Context: an optimization exercise on an open-source flow, tuned for small area. The choices shown serve that exercise and are no tape-out recipe.
Function was checked by simulation only, so behaviour that the tests miss may differ from the original.
No activity file was given, so power comes from the tool's default toggle rates.

## flow/design.v (module list and top-level ports; edited modules follow where they fit)
// module cpu: 958 lines
module cpu(
    input clk,                           
    input RST,                           
    output [23:0] AB,                    
    output sync,                         
    input [7:0] DI,                      
    output reg [7:0] DO,                 
    output WE,                           
    input IRQ,                           
    input NMI,                           
    input RDY,                           
    input debug );
  // ...
==> flow/flow/run.sh <==
#!/bin/bash
# Own layout flow: the standard flow (standard.sh) with these changes in how
# the layout is made:
#  - synthesis maps the logic with an area-oriented ABC script (flow/abc_area.script)
#    instead of ORFS's; the registers are the standard synthesis's
#  - CTS clusters more sinks per buffer and inserts no dummy loads (flow/cts_args)
#  - the port buffers are the smallest buffer cell (flow/buffer_ports_args)
# Each tool's output is in the ORFS logs; make's own output is in standard_flow.log.
set -euo pipefail
W=$PWD
rm -rf "$W/own_scripts"
cp -r "$FLOW_HOME/scripts" "$W/own_scripts"
cp "$W/flow/abc_area.script" "$W/own_scripts/abc_area.script"
export SCRIPTS_DIR="$W/own_scripts"
if [[ -f "$W/flow/cts_args" ]]; then
  export CTS_ARGS="$(cat "$W/flow/cts_args")"
fi
if [[ -f "$W/flow/buffer_ports_args" ]]; then
  export BUFFER_PORTS_ARGS="$(cat "$W/flow/buffer_ports_args")"
fi
bash standard.sh > "$W/standard_flow.log" 2>&1
==> flow/flow/abc_area.script <==
strash
&get -n
&deepsyn -T 300
&put
dch -f
amap
strash
dch -f
amap
topo
==> flow/flow/buffer_ports_args <==
-buffer_cell sky130_fd_sc_hd__buf_1
==> flow/flow/cts_args <==
-sink_clustering_enable -repair_clock_nets -dont_use_dummy_load -sink_clustering_size 25 -sink_clustering_max_diameter 80
==> flow/standard.sh <==
#!/bin/bash
# synth_recipe.tcl (not shown) runs the flow's synth.tcl, then flattens the netlist and writes it again
# the make line also repeats each setting of config.mk as NAME=value (left out here)
make -C /OpenROAD-flow-scripts/flow DESIGN_CONFIG=/design/flow/config.mk WORK_HOME=/design/flow/orfs CLKGATE_MAP_FILE= SYNTH_SCRIPT=/design/flow/synth_recipe.tcl "${@:-finish}"
==> flow/config.mk <==
export PLATFORM = sky130hd
export DESIGN_NAME = cpu
export DESIGN_NICKNAME = cpu
export VERILOG_FILES = /design/flow/design.v
export SDC_FILE = /design/flow/constraint.sdc
export NUM_CORES = 4
export LEC_CHECK = 0
export ABC_AREA = 1
export CAP_MARGIN = 20
export CORE_MARGIN = 2
export CORE_UTILIZATION = 65
export GPL_TIMING_DRIVEN = 0
export SLEW_MARGIN = 20
==> flow/constraint.sdc <==
create_clock -name core_clock -period 14.0 [get_ports {clk}]
set_input_delay 2.8000 -clock core_clock [delete_from_list [all_inputs] [get_ports {clk}]]
set_output_delay 2.8000 -clock core_clock [all_outputs]
set_load 0.01 [all_outputs]
==> Implementation_results.wiki, run 1 <==
{| class="wikitable"
! Metric !! Value
|-
| Outcome || complete, no violations
|-
| Largest register FFs || 192
|-
| Final-layout fill cell count || 2636
|-
| Headroom to the max-slew limit || 14.77%
|-
| Post-route setup slack || 0.5552 ns
|-
| Crit-path slowest cell || sky130_fd_sc_hd__a222oi_1
|-
| Biggest cell category by area in the final layout || flip-flops and latches
|-
| Worst clock skew || 0.07722 ns
|-
| HPWL reported at the end of detailed placement || 61030 µm
|-
| Slew at the pin closest to its max-slew limit || 1.269 ns
|-
| Overflow after GRT || 0
|-
| Via count of the first global-routing pass || 19803
|-
| CTS Buffer Depth || 3
|-
| Most used cells in the layout excluding fill and tap cells || 528 x sky130_fd_sc_hd__edfxtp_1, 326 x sky130_fd_sc_hd__nor2_1, 197 x sky130_fd_sc_hd__clkinv_1, 145 x sky130_fd_sc_hd__nand2_1, 101 x sky130_fd_sc_hd__o21ai_0
|-
| Number of antenna violations at the first check in global routing || 0
|-
| Length of routed wiring on met1 || 30290 µm
|-
| Count of cells resized by post-cts repair || 20
|-
| Endpoint of the worst register-to-register path || th[7].pc[23]
|-
| Achievable frequency || 0.07438 GHz
|-
| Detail-routed net length per standard cell || just over 30 µm
|-
| Pre-CTS setup slack || -1.370 ns
|-
| Type of the most critical hold path || flop to flop
|-
| Hold buffer count at CTS || 0
|-
| Sequential standard cell area || 0.01654 mm²
|-
| Crit. path cell count || 51
|-
| Category of cells accounting for the largest share of critical-path delay || compound AO/OA/AOI/OAI gates
|-
| Synthesis-to-finish area growth || 10.97%
|-
| Final-layout worst hold slack || 0.5534 ns
|-
| Average cell area after synthesis || 11.79 µm²
|-
| Share of flip-flops with an asynchronous set or reset after synthesis || 0%
|-
| Register containing the most flip-flops in the final layout || th.pc
|-
| Capturing instance or port of the critical path || AB[22]
|-
| Maximum level of the CTS H-tree || 1
|}
==> run 2, diff against run 1 <==
--- a/flow/design.v
+++ b/flow/design.v
@@ -898,16 +898,31 @@
         THP2:  state <= THP1;
         THP1:  state <= THP0;
         THP0:  state <= SYNC;
         default:  state <= SYNC;
     endcase
 wire st_thrd = (state == THRD);
 wire st_thp0 = (state == THP0);
 wire st_hold = (state == PLA0) | (state == PHA0) | (state == RMW1);
+function [24:0] radd;
+    input [23:0] a;
+    input [23:0] b;
+    input ci;
+    integer k;
+    reg c;
+    begin
+        c = ci;
+        for (k = 0; k < 24; k = k + 1) begin
+            radd[k] = a[k] ^ b[k] ^ c;
+            c = (a[k] & b[k]) | (c & (a[k] ^ b[k]));
+        end
+        radd[24] = c;
+    end
+endfunction
 function [23:0] sel8;
     input [191:0] v;
     input [7:0] oh;
     input integer w;
     integer k;
     begin
         sel8 = 24'h0;
         for (k = 0; k < 8; k = k + 1)
@@ -952,48 +967,49 @@
         2'b10: alu_bi = 8'hff;
         2'b11: alu_bi = ~DR;
     endcase
     case( alu_op[1:0] )
         2'b01: alu_ci = 1'b1;
         2'b10: alu_ci = C;
         default: alu_ci = 1'b0;
     endcase
-    {alu_C, alu_out} = alu_ai + alu_bi + alu_ci;
+    { alu_C, alu_out } = radd(alu_ai, alu_bi, alu_ci);
     if( alu_op[8] )
         if( alu_op[7] )
             {alu_out, alu_C} = {alu_si, alu_out};
         else
             {alu_C, alu_out} = {alu_out, alu_si};
     else if( alu_op[7] )
         alu_out = DI;
 end
 reg [23:0] ab_hold;
 always @(posedge clk)
     if( ab_op[7] )
         ab_hold <= AB;
+wire [3:0] T_p1 = {1'b0, T} + 4'd1;
 reg [23:0] base;
 always @* begin
     case( ab_op[4:3] )
-       2'b00: base = {8'h00, 4'h0, {1'b0, T} + 4'd1, S_r};
+       2'b00: base = {8'h00, 4'h0, T_p1, S_r};
        2'b01: base = PCT;
        2'b10: base = ABWDTH ? {DI, DR, D3} : {8'h00, DI, DR};
        2'b11: base = ab_hold;
     endcase
 end
 wire abl_ci = ab_op[0];
 wire [7:0] abl_a = (ab_op[2:1] == 2'b11) ? XY : base[7:0];
 wire [7:0] abl_b = (ab_op[2:1] == 2'b01) ? XY :
                    ab_op[2]              ? DI : 8'h00;
-wire [8:0] abl_sum = abl_a + abl_b + abl_ci;
+wire [24:0] abl_sum = radd(abl_a, abl_b, abl_ci);
 wire [7:0] ABL = abl_sum[7:0];
 wire abh_ci = ab_op[9] & abl_sum[8];
 wire back = (ab_op[9:8] == 2'b11);
 wire [15:0] abh_b = { {15{back}}, back | (ab_op[9:8] == 2'b01) };
-wire [15:0] abh_sum = base[23:8] + abh_b + abh_ci;
+wire [24:0] abh_sum = radd(base[23:8], abh_b, abh_ci);
 wire [7:0] ABH = abh_sum[7:0];
 wire [7:0] AB3 = abh_sum[15:8];
 assign AB = { AB3, ABH, ABL };
 assign WE = we_op[0] | (we_op[1] & store);
 always @*
     case( do_op )
         DO_PHP: DO = php ? P : alu_out;
         DO_PCL: DO = PCT[7:0];
@@ -1016,23 +1032,25 @@
 wire [7:0] wd = alu_out | { 1'b0, variation, 2'b00, variation, {3{thy}} & T };
 wire we_a = sync & ((sync_we & (reg_dst == SEL_A)) | tta | tat | variation);
 wire we_x = sync & ((sync_we & (reg_dst == SEL_X)) | tts);
 wire we_y = sync & ((sync_we & (reg_dst == SEL_Y)) | thy);
 wire [2:0] a_thr = tat ? TY : T;
 wire s_x = sync & (txs | tst);
 wire we_s = s_x | push | pull;
 wire [2:0] s_thr = tst ? TY : T;
-wire [7:0] sd = s_x ? X_r : (S_r + { {7{push}}, 1'b1 });
+wire [24:0] s_sum = radd(S_r, { {7{push}}, 1'b1 }, 1'b0);
+wire [7:0] sd = s_x ? X_r : s_sum[7:0];
 wire pc_ab = (ab_op[6:5] == 2'b01);
 wire pc_vec = (ab_op[6:5] == 2'b11);
 wire pc_inc = ~(sync & (init_state == THRD));    
+wire [24:0] pc_sum = radd(AB, 24'h0, pc_inc);
 wire [23:0] pcw = st_thp0 ? { DI, DR, D3 } :
                   pc_vec  ? 24'hfffffd :
-                            AB + pc_inc;
+                            pc_sum[23:0];
 wire [2:0] pc_thr = st_thp0 ? TY : T;
 wire pc_we = st_thp0 | pc_ab | pc_vec;
 always @(posedge clk)
     if( RST )
         lag <= 1'b0;
     else
         lag <= st_thp0 & (TY != T);
 wire [2:0] T_next = thr ? TY : 3'd0;
==> flow/flow/abc_area.script (replaced) <==
strash
&get -n
&deepsyn -T 120
&put
strash
dch -f
amap
strash
dch -f
amap
strash
dch -f
amap
strash
dch -f
amap
strash
dch -f
amap
strash
dch -f
amap
topo
==> run 2 against run 1 <==
  * Utilization is 2.2 points higher
  * Design area is 0.39% higher
  * The layout now fails its checks (setup timing)
  * Maximum frequency is 14% lower
  * Synthesized cell count is 11% lower
  * Power is 14% lower
  * Combinational power is 26% lower
  * Largest cell class unchanged
  * Sequential share of layout area is 0.21 points lower
==> Implementation_results.wiki, run 2 <==
{| class="wikitable"
! Metric !! Value
|-
| Destination of the worst hold path || D (was C)
|-
| Hold Startpoint || D (was C)
|-
| Top fanout value on the critical path || 14 (was 22)
|-
| Die Span Y || 201.7 µm (was 204.0 µm)
|-
| Pwr dens || 207.8 mW/mm² (was 243.2 mW/mm²)
|-
| Per-cell via count in the routed design || 7.658 (was 7.523)
|-
| Final routed DRC violation total || 0 (unchanged)
|-
| Largest register FFs || 192 (unchanged)
|-
| Critical path type || flop to output pin (unchanged)
|-
| First-iteration detailed-routing DRC count || 3893 (was 4362)
|-
| Post-layout net count || 2250 (was 2422)
|-
| Final-layout worst hold slack || 0.5235 ns (was 0.5534 ns)
|-
| Detail-routed net length per standard cell || 32.15 µm (was 30.46 µm)
|-
| Average cell area after synthesis || 12.90 µm² (was 11.79 µm²)
|-
| Post-synthesis instance area || 0.02541 mm² (was 0.02601 mm²)
|-
| Length in cells of the worst reg-to-reg path || 41 (was 48)
|-
| Routed wire length || 85810 µm (was 87230 µm)
|-
| HPWL reported at the end of detailed placement || 58850 µm (was 61030 µm)
|-
| RSZ-0062 raised after global routing || true
|-
| Most numerous cell in the Yosys netlist || sky130_fd_sc_hd__edfxtp_1 (unchanged)
|-
| Headroom to the max-slew limit || 14.43% (was 14.77%)
|-
| Final hold violations || 0 (unchanged)
|-
| First-pass GRT wire length || 125700 µm (was 126900 µm)
|-
| CP most frequent cell || sky130_fd_sc_hd__fa_2 (was sky130_fd_sc_hd__clkinv_1)
|-
| Number of synthesized flops with an enable pin || 528 (unchanged)
|-
| Endpoint of the worst register-to-register path || th[3].pc[23] (was th[7].pc[23])
|-
| Slew at the pin closest to its max-slew limit || 1.284 ns (was 1.269 ns)
|-
| Number of rows in the core area || 72 (was 73)
|-
| Post-Layout Inst Area || 0.02897 mm² (was 0.02886 mm²)
|-
| Via count of the first global-routing pass || 19500 (was 19803)
|-
| Top area cells in the synthesized netlist || sky130_fd_sc_hd__edfxtp_1 62%, sky130_fd_sc_hd__nor2_1 3.9%, sky130_fd_sc_hd__a222oi_1 3.9%, sky130_fd_sc_hd__fa_1 2.9%, sky130_fd_sc_hd__dfxtp_1 2.7% (was sky130_fd_sc_hd__edfxtp_1 61%, sky130_fd_sc_hd__nor2_1 4.9%, sky130_fd_sc_hd__a222oi_1 3.8%, sky130_fd_sc_hd__clkinv_1 3.0%, sky130_fd_sc_hd__ha_1 2.9%)
|-
| Register containing the most flip-flops in the final layout || th.pc (unchanged)
|-
| Set of violated layout checks || setup timing
|-
| Number of placed instances, taps included || 2577 (was 2817)
|-
| Type of the most critical hold path || flop to flop (unchanged)
|-
| Overflow after GRT || 0 (unchanged)
|-
| End-of-flow core utilization || 74.97% (was 72.80%)
|-
| GP Congestion || 1.028 (was 0.9923)
|-
| Required arrival time at the worst endpoint || 11.20 ns (about the same)
|-
| Final setup fails || 6 (was 0)
|-
| CTS Buffer Depth || 3 (unchanged)
|-
| Post-synth top area share || 62.40% (was 60.97%)
|-
| Setup total negative slack || -5.720 ns (was 0 ns)
|-
| Share of cells above drive strength 1 || 13.22% (was 7.311%)
|-
| Chip Width || 201.7 µm (was 204.0 µm)
|-
| Insertion delay to the later sink of the worst-skew pair || 0.63 ns (was 0.62 ns)
|-
| Core area || 0.03865 mm² (was 0.03964 mm²)
|-
| Max stage delay on crit path || 0.63 ns (was 0.53 ns)
|-
| Achievable frequency || 0.06380 GHz (was 0.07438 GHz)
|-
| Setup crit end kind || output pin (unchanged)
|-
| Worst vdd ir || 0.0001269 V (was 0.0001473 V)
|-
| Top_reg_cell synth || sky130_fd_sc_hd__edfxtp_1 (unchanged)
|-
| Global-route usage over all layers || 41.97% (was 41.48%)
|-
| Antenna Nets Post-Route || 0 (unchanged)
|-
| Outcome || complete, but fails checks (was complete, no violations)
|-
| Max-slew violations || 0 (unchanged)
|-
| Number of antenna violations at the first check in global routing || 2 (was 0)
|-
| DIE AREA || 0.04069 mm² (was 0.04163 mm²)
|-
| Total Power || 6.019 mW (was 7.019 mW)
|-
| Leading cell type in the layout, fill and taps excluded || sky130_fd_sc_hd__edfxtp_1 (unchanged)
|-
| R2r setup slk || 0.19 ns (was 2.52 ns)
|-
| Final standard cell count with taps included and fillers excluded || 2669 (was 2864)
|-
| Top-Level Pins || 48 (unchanged)
|-
| Leading area contributor after synthesis || sky130_fd_sc_hd__edfxtp_1 (unchanged)
|-
| Min Tclk post-route || 15.67 ns (was 13.44 ns)
|-
| Crit-path slowest cell || sky130_fd_sc_hd__dfxtp_1 (was sky130_fd_sc_hd__a222oi_1)
|-
| Synthesis-to-finish area growth || 14.02% (was 10.97%)
|-
| Worst reg2reg path startpoint || state[4] (was T[0])
|-
| Max-cap violations || 0 (unchanged)
|-
| Root Buffer Master || sky130_fd_sc_hd__clkbuf_16 (unchanged)
|-
| Most used cells in the layout excluding fill and tap cells || 528 x sky130_fd_sc_hd__edfxtp_1, 249 x sky130_fd_sc_hd__nor2_1, 152 x sky130_fd_sc_hd__clkinv_1, 133 x sky130_fd_sc_hd__nand2_1, 100 x sky130_fd_sc_hd__a222oi_1 (was 528 x sky130_fd_sc_hd__edfxtp_1, 326 x sky130_fd_sc_hd__nor2_1, 197 x sky130_fd_sc_hd__clkinv_1, 145 x sky130_fd_sc_hd__nand2_1, 101 x sky130_fd_sc_hd__o21ai_0)
|-
| Sequential area share after synthesis || 65.07% (was 63.58%)
|-
| Initial core utilization || 65.75% (was 65.61%)
|-
| Flops & latches, synth || 562 (unchanged)
|-
| Number of distinct standard cells referenced by the synthesized netlist || 49 (was 52)
|-
| Hold buffer count at CTS || 0 (unchanged)
|-
| Maximum level of the CTS H-tree || 1 (unchanged)
|-
| Clock sink count || 562 (unchanged)
|-
| Total nets after synthesis || 2069 (was 2286)
|-
| Via total after detailed routing || 20440 (was 21547)
|-
| Maximum number of pins on one net before global-route repair || 48 (was 46)
|-
| Number of buffers added by the clock tree synthesis step || 28 (unchanged)
|-
| TritonCTS clock tree || built (unchanged)
|-
| Worst clock skew || 0.08745 ns (was 0.07722 ns)
|-
| Arrival time at the worst endpoint || 12.87 ns (was 10.64 ns)
|-
| Pre-CTS setup slack || -2.657 ns (was -1.370 ns)
|-
| Number of instances in the synthesized netlist || 1970 (was 2205)
|-
| Clock-pin slew of the registers on the worst-case setup and hold paths || 0.08 ns (was 0.10 ns)
|-
| Most numerous cell types in the synthesized netlist || 528 x sky130_fd_sc_hd__edfxtp_1, 267 x sky130_fd_sc_hd__nor2_1, 176 x sky130_fd_sc_hd__clkinv_1 (was 528 x sky130_fd_sc_hd__edfxtp_1, 341 x sky130_fd_sc_hd__nor2_1, 208 x sky130_fd_sc_hd__clkinv_1)
|-
| Leakage dissipation || 9.508 nW (was 9.491 nW)
|-
| Number of buffer cells added on primary ports || 43 (unchanged)
|-
| Post-route clock period utilization || 111.9% (was 96.03%)
|-
| First drt pass iteration count || 10 (was 14)
|-
| Type of origin of the critical path || flop (unchanged)
|-
| Worst hold path cell count || 2 (unchanged)
|-
| Final-layout fill cell count || 2399 (was 2636)
|-
| Share of flip-flops with an asynchronous set or reset after synthesis || 0% (unchanged)
|-
| Area post-placement || 0.02740 mm² (was 0.02779 mm²)
|-
| Post-route setup slack || -1.673 ns (was 0.5552 ns)
|-
| Synth warnings || 1 (unchanged)
|}
-- run 2: changes by cell type after synthesis, sizes merged, moves of 23 or more --
cell / change
nor2: -74
o21ai: -49
a21oi: -48
a22oi: -34
a221oi: +32
clkinv: -32
fa: +30
nor3: -24
and3: -23
o21a: -23
-- run 2: cell type report --
cell class	count	area [µm²]	share of cell area [%]
diodes	2	5.005	0.01727
clock buffers	28	700.7	2.418
inverters	176	716.9	2.475
multi-input cells	1234	8930	30.82
flip-flops and latches	562	16540	57.09
well taps	518	648.1	2.237
repair buffers	149	1433	4.945
-- run 2: power breakdown --
| group | total [mW] | internal [mW] | leakage (nW) | switching [mW] |
|---|---|---|---|---|
| clock | 0.840 | 0.355 | 0.345 | 0.486 |
| sequential | 2.80 | 2.57 | 5.45 | 0.230 |
| combinational | 2.38 | 0.759 | 3.72 | 1.62 |
| total | 6.02 | 3.68 | 9.51 | 2.34 |
-- run 2: critical path: cells and delay by family, from the launching register on --
family                   cells  cell delay (ns)
flip-flops                   1             0.63
buffers and inverters        6             0.89
AO/OA/AOI/OAI                7             2.54
AND/OR/NAND/NOR              5             1.01
adder cells (fa/ha/maj)     23             7.24
-- run 2: cells by family (layout without fill, tap and decap cells) --
| group | Yosys count | after routing | synth area share (%) |
|---|---|---|---|
| AOI/OAI and AO/OA | 610 | 610 | 18.08 |
| DFF | 562 | 562 | 65.07 |
| and+or+nand+nor | 537 | 539 | 8.966 |
| buffers and inverters | 176 | 353 | 2.600 |
| adders and majority gates | 85 | 85 | 5.278 |
| other | 0 | 2 | 0 |
-- run 2: timing repair --
action | CTS | global route
setup buffers | 36 | 21
endpoints found under the setup margin | 38 | 33
resized for setup | 70 | 39
cloned | 1 | 1
pin swaps | 18 | 10
-- run 2: per-layer routing --
metal / GRT usage (%) / wire length, µm / up-vias
met3: 10.77 / 12600 / 382
met5: 0 / 0 / -
met2: 64.59 / 38490 / 1906
met4: 20.22 / 5416 / 0
li1: - / - / 8301
met1: 56.49 / 29300 / 9851
-- run 2: worst max path at each step --
stage / start / endpoint
finish: state[4] / AB[23]
global route: DI[1] / AB[23]
CTS: DI[1] / AB[23]
detailed placement: DI[7] / AB[23]
global placement: T[2] / AB[23]
floorplan: DI[0] / AB[23]

==> static timing again, ports no longer ideal <==
The results above use ideal ports. As a check the final layouts listed here were re-extracted and re-timed, cells and wires unchanged. Step 1 assumes that a clkbuf_16 drives the clock port and a buf_2 every other input. Step 2 also shifts input and output timing later by t, the mid clock arrival at the registers, as if the neighbouring blocks saw the same clock. Slacks: no drivers / after step 1 / after step 2; pairs: no drivers / after step 1.
run	shift t [ns]	setup slack, ns	worst setup path after step 2	worst data-port slew with drivers (ns)	pins driven straight from the clock port
run 1	0.639	0.555 / 0.497 / 0.565	input to output	0.03	1
run 2	0.645	-1.673 / -1.733 / -1.605	input to output	0.07	1
